This is an optimization exercise on Yosys and OpenROAD, whose aim is small area, a short achievable clock period and few clock cycles per item, not a production implementation. Where RTL was checked, it was by simulation tests only, not by an equivalence proof against the original. No activity file was given, so power comes from the tool's default toggle rates.

==> run a <==
Design div_unit, start of the top module:
module div_unit
(
    input  logic        clk,
    input  logic        rst,
    input  logic        issue,           
    input  logic [2:0]  funct3,          
    input  logic [6:0]  opcode,
    input  logic [4:0]  rd,
    input  logic [5:0]  pd,
    input  logic [2:0]  rob_idx,
    input  logic [31:0] pc,
    input  logic [31:0] ps1_value,
    input  logic [31:0] ps2_value,
    output logic        ready,           
    input  logic        cdb_dequeue,     
    output logic        res_valid,
    output logic [4:0]  res_rd,
    output logic [5:0]  res_pd,
    output logic [2:0]  res_rob_idx,
    output logic [31:0] res_value,
    output logic [31:0] res_rs1_value,
    output logic [31:0] res_rs2_value,
    output logic [31:0] res_pc,
    output logic [31:0] res_pc_next,
    output logic [6:0]  res_opcode
);
logic s_idle, s_iter, s_done;
logic [31:0] a_r, nb_r, pc_r;  
logic [6:0]  opcode_r;
logic [4:0]  rd_r;
logic [5:0]  pd_r;
logic [2:0]  rob_r;
logic        sb_r;        
logic        sel_a, sel_r, sel_q, ones_r, neg_r;  
logic [5:0]  n_r;         
logic [31:0] r_r;         
logic [31:0] q_r;         
logic        sa_i, sb_i, dbz_i, quick_i;
logic [5:0]  n_i;
logic [31:0] r_i, q_i;
function automatic logic [5:0] bitlen(input logic [31:0] x);
    bitlen = 6'd0;
    for (int i = 0; i < 32; i++)
        if (x[i]) bitlen = i + 1;
endfunction
logic        sgn_i;
logic [31:0] ma, mb, pa, lo, amag;
logic [5:0]  la, lb, n_diff;
assign sgn_i = ~funct3[0];
assign sa_i  = sgn_i & ps1_value[31];
  ...
==> module div_unit, before the edit <==
module div_unit
(
    input  logic        clk,
    input  logic        rst,
    input  logic        issue,           
    input  logic [2:0]  funct3,          
    input  logic [6:0]  opcode,
    input  logic [4:0]  rd,
    input  logic [5:0]  pd,
    input  logic [2:0]  rob_idx,
    input  logic [31:0] pc,
    input  logic [31:0] ps1_value,
    input  logic [31:0] ps2_value,
    output logic        ready,           
    input  logic        cdb_dequeue,     
    output logic        res_valid,
    output logic [4:0]  res_rd,
    output logic [5:0]  res_pd,
    output logic [2:0]  res_rob_idx,
    output logic [31:0] res_value,
    output logic [31:0] res_rs1_value,
    output logic [31:0] res_rs2_value,
    output logic [31:0] res_pc,
    output logic [31:0] res_pc_next,
    output logic [6:0]  res_opcode
);
logic s_idle, s_iter, s_done;
logic [31:0] a_r, nb_r, pc_r;  
logic [6:0]  opcode_r;
logic [4:0]  rd_r;
logic [5:0]  pd_r;
logic [2:0]  rob_r;
logic        sb_r;        
logic        sel_a, sel_r, sel_q, ones_r, neg_r;  
logic [5:0]  n_r;         
logic [31:0] r_r;         
logic [31:0] q_r;         
logic        sa_i, sb_i, dbz_i, quick_i;
logic [5:0]  n_i;
logic [31:0] r_i, q_i;
function automatic logic [5:0] bitlen(input logic [31:0] x);
    bitlen = 6'd0;
    for (int i = 0; i < 32; i++)
        if (x[i]) bitlen = i + 1;
endfunction
logic        sgn_i;
logic [31:0] ma, mb, pa, lo, amag;
logic [5:0]  la, lb, n_diff;
assign sgn_i = ~funct3[0];
assign sa_i  = sgn_i & ps1_value[31];
assign sb_i  = sgn_i & ps2_value[31];
assign dbz_i = (ps2_value == 32'd0);
assign ma  = ps1_value ^ {32{sa_i}};
assign mb  = ps2_value ^ {32{sb_i}};
always_comb begin
    pa = ma;
    pa = pa | (pa >> 1);
    pa = pa | (pa >> 2);
    pa = pa | (pa >> 4);
    pa = pa | (pa >> 8);
    pa = pa | (pa >> 16);
end
assign quick_i = dbz_i | (|(mb & ~(sa_i ? {pa[30:0], 1'b1} : pa)));
assign la     = bitlen(ma) + {5'd0, sa_i};
assign lb     = bitlen(mb);
assign n_diff = la - lb + 6'd1;
assign n_i    = n_diff[5] ? 6'd32 : {n_diff[5:1] + {4'd0, n_diff[0]}, 1'b0};
always_comb begin
    lo = ps1_value << 1;
    lo = lo | (lo << 1);
    lo = lo | (lo << 2);
    lo = lo | (lo << 4);
    lo = lo | (lo << 8);
    lo = lo | (lo << 16);
end
assign amag = ps1_value ^ ({32{sa_i}} & lo);
logic [31:0] rot1, rot2, rot3, rot, lowmask;
assign rot1    = n_i[1] ? {amag[1:0], amag[31:2]} : amag;
assign rot2    = n_i[2] ? {rot1[3:0],  rot1[31:4]}  : rot1;
assign rot3    = n_i[3] ? {rot2[7:0],  rot2[31:8]}  : rot2;
assign rot     = n_i[4] ? {rot3[15:0], rot3[31:16]} : rot3;
assign lowmask = 32'hffffffff >> n_i;
assign r_i = rot & lowmask;
assign q_i = rot & ~lowmask;
logic [34:0] r4, nb1, nb2, d1, d2, d3, cs_s, cs_c;
logic        c_b;
logic [1:0]  qdig;
logic [31:0] r_next;
assign c_b  = ~sb_r;
assign r4   = {1'b0, r_r, q_r[31:30]};
assign nb1  = {3'b111, nb_r};
assign nb2  = {nb1[33:0], c_b};
assign d1   = r4 + nb1 + {34'd0, c_b};
assign d2   = r4 + nb2 + {34'd0, c_b};
assign cs_s = r4 ^ nb1 ^ nb2;
assign cs_c = {((r4[33:0] & nb1[33:0]) | (r4[33:0] & nb2[33:0]) | (nb1[33:0] & nb2[33:0])), c_b};
assign d3   = cs_s + cs_c + {34'd0, c_b};
always_comb begin
    if (!d3[34])      begin qdig = 2'd3; r_next = d3[31:0]; end
    else if (!d2[34]) begin qdig = 2'd2; r_next = d2[31:0]; end
    else if (!d1[34]) begin qdig = 2'd1; r_next = d1[31:0]; end
    else              begin qdig = 2'd0; r_next = r4[31:0]; end
end
assign ready     = s_idle | (s_done & cdb_dequeue);
assign res_valid = s_done;
always_ff @(posedge clk) begin
    if (rst) begin
        s_idle  <= 1'b1;
        s_iter  <= 1'b0;
        s_done  <= 1'b0;
    end else begin
        s_iter  <= (issue & ~quick_i) | (s_iter & (n_r != 6'd2));
        s_done  <= (issue & quick_i) | (s_iter & (n_r == 6'd2)) | (s_done & ~cdb_dequeue);
        s_idle  <= (s_idle & ~issue) | (s_done & cdb_dequeue & ~issue);
    end
end
always_ff @(posedge clk) begin
    if (issue) begin
        a_r      <= ps1_value;
        nb_r     <= ps2_value ^ {32{~sb_i}};
        pc_r     <= pc;
        opcode_r <= opcode;
        rd_r     <= rd;
        pd_r     <= pd;
        rob_r    <= rob_idx;
        sb_r     <= sb_i;
        sel_a    <= quick_i & funct3[1];
        sel_r    <= ~quick_i & funct3[1];
        sel_q    <= ~quick_i & ~funct3[1];
        ones_r   <= quick_i & ~funct3[1] & dbz_i;
        neg_r    <= ~quick_i & (funct3[1] ? sa_i : (sa_i ^ sb_i));
        n_r      <= n_i;
        r_r      <= r_i;
        q_r      <= q_i;
    end else if (s_iter) begin
        n_r      <= n_r - 6'd2;
        r_r      <= r_next;
        q_r      <= {q_r[29:0], qdig};
    end
end
logic [31:0] fx_out, pc_next, b_out;
div_outs outs (
    .a(a_r), .r(r_r), .q(q_r),
    .sel_a(sel_a), .sel_r(sel_r), .sel_q(sel_q), .ones(ones_r), .neg(neg_r),
    .y(fx_out),
    .pc(pc_r), .pc_next(pc_next),
    .nb(nb_r), .sb(sb_r), .b(b_out)
);
assign res_rd        = rd_r;
assign res_pd        = pd_r;
assign res_rob_idx   = rob_r;
assign res_value     = fx_out;
assign res_rs1_value = a_r;
assign res_rs2_value = b_out;
assign res_pc        = pc_r;
assign res_pc_next   = pc_next;
assign res_opcode    = opcode_r;
endmodule
export LEC_CHECK = 0
export ABC_AREA = 1
export CAP_MARGIN = 20
export CORE_MARGIN = 2
export CORE_UTILIZATION = 40
export PLACE_DENSITY = 0.6
export SETUP_SLACK_MARGIN = 1.0
export SLEW_MARGIN = 20
export SYNTH_HIERARCHICAL = 1
create_clock -name core_clock -period 5.5 [get_ports {clk}]
standard.sh (not shown) runs the stock make flow with config.mk's settings and CLKGATE_MAP_FILE= SYNTH_SCRIPT=/design/flow/synth_recipe.tcl, a recipe that flattens the netlist after the stock synthesis.
==> flow/flow/run.sh <==
#!/bin/bash
export BUFFER_PORTS_ARGS="-buffer_cell sky130_fd_sc_hd__buf_1"
bash standard.sh > standard.log 2>&1
==> run b (differences from run a) <==
--- a/flow/design.v
+++ b/flow/design.v
@@ -349,177 +349,105 @@
     output logic [31:0] res_rs2_value,
     output logic [31:0] res_pc,
     output logic [31:0] res_pc_next,
     output logic [6:0]  res_opcode
 );
-logic s_idle, s_iter, s_done;
-logic [31:0] a_r, nb_r, pc_r;  
+function automatic logic [5:0] bitlen(input logic [31:0] x);
+    bitlen = 6'd0;
+    for (int i = 0; i < 32; i++)
+        if (x[i]) bitlen = i + 1;
+endfunction
+logic s_idle, s_setup, s_iter, s_fix, s_done;
+logic [31:0] a_r, b_r, pc_r;
 logic [6:0]  opcode_r;
 logic [4:0]  rd_r;
 logic [5:0]  pd_r;
 logic [2:0]  rob_r;
-logic        sb_r;        
-logic        sel_a, sel_r, sel_q, ones_r, neg_r;  
+logic        rem_r;       
+logic        sa_r, sb_r;  
 logic [5:0]  n_r;         
 logic [31:0] r_r;         
 logic [31:0] q_r;         
-logic        sa_i, sb_i, dbz_i, quick_i;
+logic        sgn_i, sa_i, sb_i, dbz_i, quick_i;
+logic [5:0]  la_i, lb_i;
+logic [6:0]  n_diff;
 logic [5:0]  n_i;
-logic [31:0] r_i, q_i;
-function automatic logic [5:0] bitlen(input logic [31:0] x);
-    bitlen = 6'd0;
-    for (int i = 0; i < 32; i++)
-        if (x[i]) bitlen = i + 1;
-endfunction
-logic        sgn_i;
-logic [31:0] ma, mb, pa, lo, amag;
-logic [5:0]  la, lb, n_diff;
 assign sgn_i = ~funct3[0];
 assign sa_i  = sgn_i & ps1_value[31];
 assign sb_i  = sgn_i & ps2_value[31];
 assign dbz_i = (ps2_value == 32'd0);
-assign ma  = ps1_value ^ {32{sa_i}};
-assign mb  = ps2_value ^ {32{sb_i}};
-always_comb begin
-    pa = ma;
-    pa = pa | (pa >> 1);
-    pa = pa | (pa >> 2);
-    pa = pa | (pa >> 4);
-    pa = pa | (pa >> 8);
-    pa = pa | (pa >> 16);
-end
-assign quick_i = dbz_i | (|(mb & ~(sa_i ? {pa[30:0], 1'b1} : pa)));
-assign la     = bitlen(ma) + {5'd0, sa_i};
-assign lb     = bitlen(mb);
-assign n_diff = la - lb + 6'd1;
-assign n_i    = n_diff[5] ? 6'd32 : {n_diff[5:1] + {4'd0, n_diff[0]}, 1'b0};
-always_comb begin
-    lo = ps1_value << 1;
-    lo = lo | (lo << 1);
-    lo = lo | (lo << 2);
-    lo = lo | (lo << 4);
-    lo = lo | (lo << 8);
-    lo = lo | (lo << 16);
-end
-assign amag = ps1_value ^ ({32{sa_i}} & lo);
-logic [31:0] rot1, rot2, rot3, rot, lowmask;
-assign rot1    = n_i[1] ? {amag[1:0], amag[31:2]} : amag;
-assign rot2    = n_i[2] ? {rot1[3:0],  rot1[31:4]}  : rot1;
-assign rot3    = n_i[3] ? {rot2[7:0],  rot2[31:8]}  : rot2;
-assign rot     = n_i[4] ? {rot3[15:0], rot3[31:16]} : rot3;
-assign lowmask = 32'hffffffff >> n_i;
-assign r_i = rot & lowmask;
-assign q_i = rot & ~lowmask;
-logic [34:0] r4, nb1, nb2, d1, d2, d3, cs_s, cs_c;
-logic        c_b;
-logic [1:0]  qdig;
-logic [31:0] r_next;
-assign c_b  = ~sb_r;
-assign r4   = {1'b0, r_r, q_r[31:30]};
-assign nb1  = {3'b111, nb_r};
-assign nb2  = {nb1[33:0], c_b};
-assign d1   = r4 + nb1 + {34'd0, c_b};
-assign d2   = r4 + nb2 + {34'd0, c_b};
-assign cs_s = r4 ^ nb1 ^ nb2;
-assign cs_c = {((r4[33:0] & nb1[33:0]) | (r4[33:0] & nb2[33:0]) | (nb1[33:0] & nb2[33:0])), c_b};
-assign d3   = cs_s + cs_c + {34'd0, c_b};
-always_comb begin
-    if (!d3[34])      begin qdig = 2'd3; r_next = d3[31:0]; end
-    else if (!d2[34]) begin qdig = 2'd2; r_next = d2[31:0]; end
-    else if (!d1[34]) begin qdig = 2'd1; r_next = d1[31:0]; end
-    else              begin qdig = 2'd0; r_next = r4[31:0]; end
-end
+assign la_i  = bitlen(ps1_value ^ {32{sa_i}}) + {5'd0, sa_i};
+assign lb_i  = bitlen(ps2_value ^ {32{sb_i}});
+assign n_diff = {1'b0, la_i} - {1'b0, lb_i} + 7'd1;
+assign quick_i = dbz_i | n_diff[6] | (n_diff == 7'd0);
+assign n_i   = (n_diff[5] & ~n_diff[6]) ? 6'd32 : n_diff[5:0];
+logic [31:0] fx_in, fx_out;
+logic        fx_neg;
+assign fx_in  = s_setup ? a_r : (rem_r ? r_r : q_r);
+assign fx_neg = s_setup ? sa_r : (rem_r ? sa_r : (sa_r ^ sb_r));
+assign fx_out = (fx_in ^ {32{fx_neg}}) + {31'd0, fx_neg};
+logic [31:0] rot, lowmask;
+assign rot     = (fx_out >> n_r[4:0]) | (fx_out << (6'd32 - {1'b0, n_r[4:0]}));
+assign lowmask = 32'hffffffff >> n_r;
+logic [32:0] r_sh;
+logic [33:0] diff;
+logic        qbit;
+assign r_sh = {r_r, q_r[31]};
+assign diff = {1'b0, r_sh} + {2'b11, b_r ^ {32{~sb_r}}} + {33'd0, ~sb_r};
+assign qbit = ~diff[33];
 assign ready     = s_idle | (s_done & cdb_dequeue);
 assign res_valid = s_done;
 always_ff @(posedge clk) begin
     if (rst) begin
         s_idle  <= 1'b1;
+        s_setup <= 1'b0;
         s_iter  <= 1'b0;
+        s_fix   <= 1'b0;
         s_done  <= 1'b0;
     end else begin
-        s_iter  <= (issue & ~quick_i) | (s_iter & (n_r != 6'd2));
-        s_done  <= (issue & quick_i) | (s_iter & (n_r == 6'd2)) | (s_done & ~cdb_dequeue);
+        s_setup <= issue & ~quick_i;
+        s_iter  <= s_setup | (s_iter & (n_r != 6'd1));
+        s_fix   <= s_iter & (n_r == 6'd1);
+        s_done  <= (issue & quick_i) | s_fix | (s_done & ~cdb_dequeue);
         s_idle  <= (s_idle & ~issue) | (s_done & cdb_dequeue & ~issue);
     end
 end
 always_ff @(posedge clk) begin
     if (issue) begin
         a_r      <= ps1_value;
-        nb_r     <= ps2_value ^ {32{~sb_i}};
+        b_r      <= ps2_value;
         pc_r     <= pc;
         opcode_r <= opcode;
         rd_r     <= rd;
         pd_r     <= pd;
         rob_r    <= rob_idx;
+        rem_r    <= funct3[1];
+        sa_r     <= sa_i;
         sb_r     <= sb_i;
-        sel_a    <= quick_i & funct3[1];
-        sel_r    <= ~quick_i & funct3[1];
-        sel_q    <= ~quick_i & ~funct3[1];
-        ones_r   <= quick_i & ~funct3[1] & dbz_i;
-        neg_r    <= ~quick_i & (funct3[1] ? sa_i : (sa_i ^ sb_i));
         n_r      <= n_i;
-        r_r      <= r_i;
-        q_r      <= q_i;
     end else if (s_iter) begin
-        n_r      <= n_r - 6'd2;
-        r_r      <= r_next;
-        q_r      <= {q_r[29:0], qdig};
+        n_r      <= n_r - 6'd1;
+    end
+end
+always_ff @(posedge clk) begin
+    if (issue) begin
+        r_r <= funct3[1] ? ps1_value : {32{dbz_i}};
+    end else if (s_setup) begin
+        r_r <= rot & lowmask;
+        q_r <= rot & ~lowmask;
+    end else if (s_iter) begin
+        r_r <= qbit ? diff[31:0] : r_sh[31:0];
+        q_r <= {q_r[30:0], qbit};
+    end else if (s_fix) begin
+        r_r <= fx_out;
     end
 end
-logic [31:0] fx_out, pc_next, b_out;
-div_outs outs (
-    .a(a_r), .r(r_r), .q(q_r),
-    .sel_a(sel_a), .sel_r(sel_r), .sel_q(sel_q), .ones(ones_r), .neg(neg_r),
-    .y(fx_out),
-    .pc(pc_r), .pc_next(pc_next),
-    .nb(nb_r), .sb(sb_r), .b(b_out)
-);
 assign res_rd        = rd_r;
 assign res_pd        = pd_r;
 assign res_rob_idx   = rob_r;
-assign res_value     = fx_out;
+assign res_value     = r_r;
 assign res_rs1_value = a_r;
-assign res_rs2_value = b_out;
+assign res_rs2_value = b_r;
 assign res_pc        = pc_r;
-assign res_pc_next   = pc_next;
+assign res_pc_next   = pc_r + 32'd4;
 assign res_opcode    = opcode_r;
 endmodule
-module div_outs
-(
-    input  logic [31:0] a,
-    input  logic [31:0] r,
-    input  logic [31:0] q,
-    input  logic        sel_a,
-    input  logic        sel_r,
-    input  logic        sel_q,
-    input  logic        ones,
-    input  logic        neg,
-    output logic [31:0] y,
-    input  logic [31:0] pc,
-    output logic [31:0] pc_next,
-    input  logic [31:0] nb,
-    input  logic        sb,
-    output logic [31:0] b
-);
-logic [31:0] x, lo;
-assign x = ({32{sel_a}} & a) | ({32{sel_r}} & r) | ({32{sel_q}} & q) | {32{ones}};
-always_comb begin
-    lo = x << 1;
-    lo = lo | (lo << 1);
-    lo = lo | (lo << 2);
-    lo = lo | (lo << 4);
-    lo = lo | (lo << 8);
-    lo = lo | (lo << 16);
-end
-assign y = x ^ ({32{neg}} & lo);
-logic [31:0] all1;    
-always_comb begin
-    all1 = {pc[30:2], 3'b111};
-    all1 = all1 & {all1[30:0], 1'b1};
-    all1 = all1 & {all1[29:0], 2'b11};
-    all1 = all1 & {all1[27:0], 4'hf};
-    all1 = all1 & {all1[23:0], 8'hff};
-    all1 = all1 & {all1[15:0], 16'hffff};
-end
-assign pc_next = {pc[31:2] ^ all1[31:2], pc[1:0]};
-assign b = nb ^ {32{~sb}};
-endmodule
==> flow/run.sh (new file) <==
#!/bin/bash
# synth_recipe.tcl (not shown) runs the flow's synth.tcl, then flattens the netlist and writes it again
# the make line also repeats each setting of config.mk as NAME=value (left out here)
make -C /OpenROAD-flow-scripts/flow DESIGN_CONFIG=/design/flow/config.mk WORK_HOME=/design/flow/orfs CLKGATE_MAP_FILE= SYNTH_SCRIPT=/design/flow/synth_recipe.tcl finish
- ABC_AREA: 1 -> not set
- SETUP_SLACK_MARGIN: 1.0 -> not set
- SYNTH_HIERARCHICAL: 1 -> not set
removed: flow/flow/run.sh
removed: flow/standard.sh
==> run c (differences from run a) <==
--- a/flow/design.v
+++ b/flow/design.v
@@ -363,54 +363,15 @@
 logic [31:0] r_r;         
 logic [31:0] q_r;         
 logic        sa_i, sb_i, dbz_i, quick_i;
 logic [5:0]  n_i;
 logic [31:0] r_i, q_i;
-function automatic logic [5:0] bitlen(input logic [31:0] x);
-    bitlen = 6'd0;
-    for (int i = 0; i < 32; i++)
-        if (x[i]) bitlen = i + 1;
-endfunction
-logic        sgn_i;
-logic [31:0] ma, mb, pa, lo, amag;
-logic [5:0]  la, lb, n_diff;
-assign sgn_i = ~funct3[0];
-assign sa_i  = sgn_i & ps1_value[31];
-assign sb_i  = sgn_i & ps2_value[31];
-assign dbz_i = (ps2_value == 32'd0);
-assign ma  = ps1_value ^ {32{sa_i}};
-assign mb  = ps2_value ^ {32{sb_i}};
-always_comb begin
-    pa = ma;
-    pa = pa | (pa >> 1);
-    pa = pa | (pa >> 2);
-    pa = pa | (pa >> 4);
-    pa = pa | (pa >> 8);
-    pa = pa | (pa >> 16);
-end
-assign quick_i = dbz_i | (|(mb & ~(sa_i ? {pa[30:0], 1'b1} : pa)));
-assign la     = bitlen(ma) + {5'd0, sa_i};
-assign lb     = bitlen(mb);
-assign n_diff = la - lb + 6'd1;
-assign n_i    = n_diff[5] ? 6'd32 : {n_diff[5:1] + {4'd0, n_diff[0]}, 1'b0};
-always_comb begin
-    lo = ps1_value << 1;
-    lo = lo | (lo << 1);
-    lo = lo | (lo << 2);
-    lo = lo | (lo << 4);
-    lo = lo | (lo << 8);
-    lo = lo | (lo << 16);
-end
-assign amag = ps1_value ^ ({32{sa_i}} & lo);
-logic [31:0] rot1, rot2, rot3, rot, lowmask;
-assign rot1    = n_i[1] ? {amag[1:0], amag[31:2]} : amag;
-assign rot2    = n_i[2] ? {rot1[3:0],  rot1[31:4]}  : rot1;
-assign rot3    = n_i[3] ? {rot2[7:0],  rot2[31:8]}  : rot2;
-assign rot     = n_i[4] ? {rot3[15:0], rot3[31:16]} : rot3;
-assign lowmask = 32'hffffffff >> n_i;
-assign r_i = rot & lowmask;
-assign q_i = rot & ~lowmask;
+div_align align (
+    .a(ps1_value), .b(ps2_value), .sgn(~funct3[0]),
+    .sa(sa_i), .sb(sb_i), .dbz(dbz_i), .quick(quick_i),
+    .n(n_i), .r(r_i), .q(q_i)
+);
 logic [34:0] r4, nb1, nb2, d1, d2, d3, cs_s, cs_c;
 logic        c_b;
 logic [1:0]  qdig;
 logic [31:0] r_next;
 assign c_b  = ~sb_r;
@@ -481,10 +442,66 @@
 assign res_rs2_value = b_out;
 assign res_pc        = pc_r;
 assign res_pc_next   = pc_next;
 assign res_opcode    = opcode_r;
 endmodule
+module div_align
+(
+    input  logic [31:0] a,
+    input  logic [31:0] b,
+    input  logic        sgn,
+    output logic        sa,
+    output logic        sb,
+    output logic        dbz,
+    output logic        quick,
+    output logic [5:0]  n,
+    output logic [31:0] r,
+    output logic [31:0] q
+);
+function automatic logic [5:0] bitlen(input logic [31:0] x);
+    bitlen = 6'd0;
+    for (int i = 0; i < 32; i++)
+        if (x[i]) bitlen = i + 1;
+endfunction
+logic [31:0] ma, mb, pa, lo, amag;
+logic [5:0]  la, lb, n_diff;
+assign sa  = sgn & a[31];
+assign sb  = sgn & b[31];
+assign dbz = (b == 32'd0);
+assign ma  = a ^ {32{sa}};
+assign mb  = b ^ {32{sb}};
+always_comb begin
+    pa = ma;
+    pa = pa | (pa >> 1);
+    pa = pa | (pa >> 2);
+    pa = pa | (pa >> 4);
+    pa = pa | (pa >> 8);
+    pa = pa | (pa >> 16);
+end
+assign quick = dbz | (|(mb & ~(sa ? {pa[30:0], 1'b1} : pa)));
+assign la     = bitlen(ma) + {5'd0, sa};
+assign lb     = bitlen(mb);
+assign n_diff = la - lb + 6'd1;
+assign n      = n_diff[5] ? 6'd32 : {n_diff[5:1] + {4'd0, n_diff[0]}, 1'b0};
+always_comb begin
+    lo = a << 1;
+    lo = lo | (lo << 1);
+    lo = lo | (lo << 2);
+    lo = lo | (lo << 4);
+    lo = lo | (lo << 8);
+    lo = lo | (lo << 16);
+end
+assign amag = a ^ ({32{sa}} & lo);
+logic [31:0] rot1, rot2, rot3, rot, lowmask;
+assign rot1    = n[1] ? {amag[1:0], amag[31:2]} : amag;
+assign rot2    = n[2] ? {rot1[3:0],  rot1[31:4]}  : rot1;
+assign rot3    = n[3] ? {rot2[7:0],  rot2[31:8]}  : rot2;
+assign rot     = n[4] ? {rot3[15:0], rot3[31:16]} : rot3;
+assign lowmask = 32'hffffffff >> n;
+assign r = rot & lowmask;
+assign q = rot & ~lowmask;
+endmodule
 module div_outs
 (
     input  logic [31:0] a,
     input  logic [31:0] r,
     input  logic [31:0] q,
==> summary of the runs <==
- Run a finished with setup timing left. Run c finished with setup timing left. Run b passed the timing, DRC and antenna checks.
- Final area, highest first: run c, run a, run b.
- Of run a and run b, run a has the higher clock power (gap about 10%, measured against run b).
- Die area: run b is lower than run a (about 11%).
- In run a the via count is larger than in run b, by 12%.
- In sequential cell count, run b and run a do not differ.
- Critical path depth: run b < run a < run c.
- Between run a and run b, the lower sequential share of layout area is in run a (gap 2.3 points).
- Between run c and run b, the lower first-iteration DRC count is in run c (gap about 12%, measured against run b).
==> figures <==
Max IR drop VDD: run b 0.255 mV; run c 0.332 mV; run a 0.387 mV
Detailed-routing iteration count for the pre-antenna-repair pass: run b 6; run c 5; run a 5
Critical Path Most Common Cell: run b buf_4; run c nand2_1; run a buf_4
Sw frac: run b 49.8%; run c 55.2%; run a 53.8%
Vias in the first global route: run b 19.4k; run c 24.1k; run a 22.2k
Worst Skew: run b 0.0168 ns; run c 0.0261 ns; run a 0.0269 ns
Net load switching power: run b 5.43 mW; run c 9.34 mW; run a 8.28 mW
Share of the synthesized netlist area taken by xor and xnor gates: run b 8.08%; run c 9.30%; run a 9.76%
Diode insertion count for antenna repair: run b 4; run c 1; run a 0
Die ar.: run b 0.0484 mm2; run c 0.0596 mm2; run a 0.0543 mm2
Compound-gate portion of the synthesized area: run b 23.7%; run c 10.8%; run a 13.5%
Floorplan core area: run b 0.0463 mm2; run c 0.0567 mm2; run a 0.0516 mm2
Total number of nets in the final design: run b 2851; run c 4326; run a 3768
Non-clock buffer instance count of the final layout: run b 616; run c 674; run a 646
Run status: run b complete, no violations; run c complete, but fails checks; run a complete, but fails checks
Reasons for failing layout checks: run b -; run c setup timing; run a setup timing
Sequential cell area: run b 0.00581 mm2; run c 0.00586 mm2; run a 0.00583 mm2
Final WS setup: run b 0.187 ns; run c -0.261 ns; run a -0.520 ns
Testbench counts of run b, summed over its fixed seeds: cycles 31,479, ops 3,200.
Function not checked in run a and run c: the RTL went through the layout flow alone.

[afterwards: timing with drivers on the ports]
How much do the figures lean on ideal ports? The routed layouts below were timed once more, with nothing changed but the port constraints.
Step 1 (the two cells are an assumption about what drives the block):
set clk [get_ports {clk}]
set_driving_cell -lib_cell sky130_fd_sc_hd__clkbuf_16 $clk
set_driving_cell -lib_cell sky130_fd_sc_hd__buf_2 [delete_from_list [all_inputs] $clk]
Step 2 adds t to the input delays and takes it off the output delays; t is the mean of the earliest and latest rising clock arrival at the registers after step 1. Input paths then give back, and output paths get back, about the clock's delay inside the block.
Three values: no drivers, after step 1, after step 2; two values: the first two.
run	shift t [ns]	setup slack, ns	cell pins on the clock port's net
run a	0.562	-0.520 / -0.499 / -1.062	1
run b	0.554	0.187 / 0.187 / -0.293	1
run c	0.562	-0.261 / -0.245 / -0.807	1
Met with ideal ports but missed after step 2: setup timing in run b. For run c, which loses most, drivers alone change the setup slack by +0.016 ns; drivers and shift together by -0.546 ns.
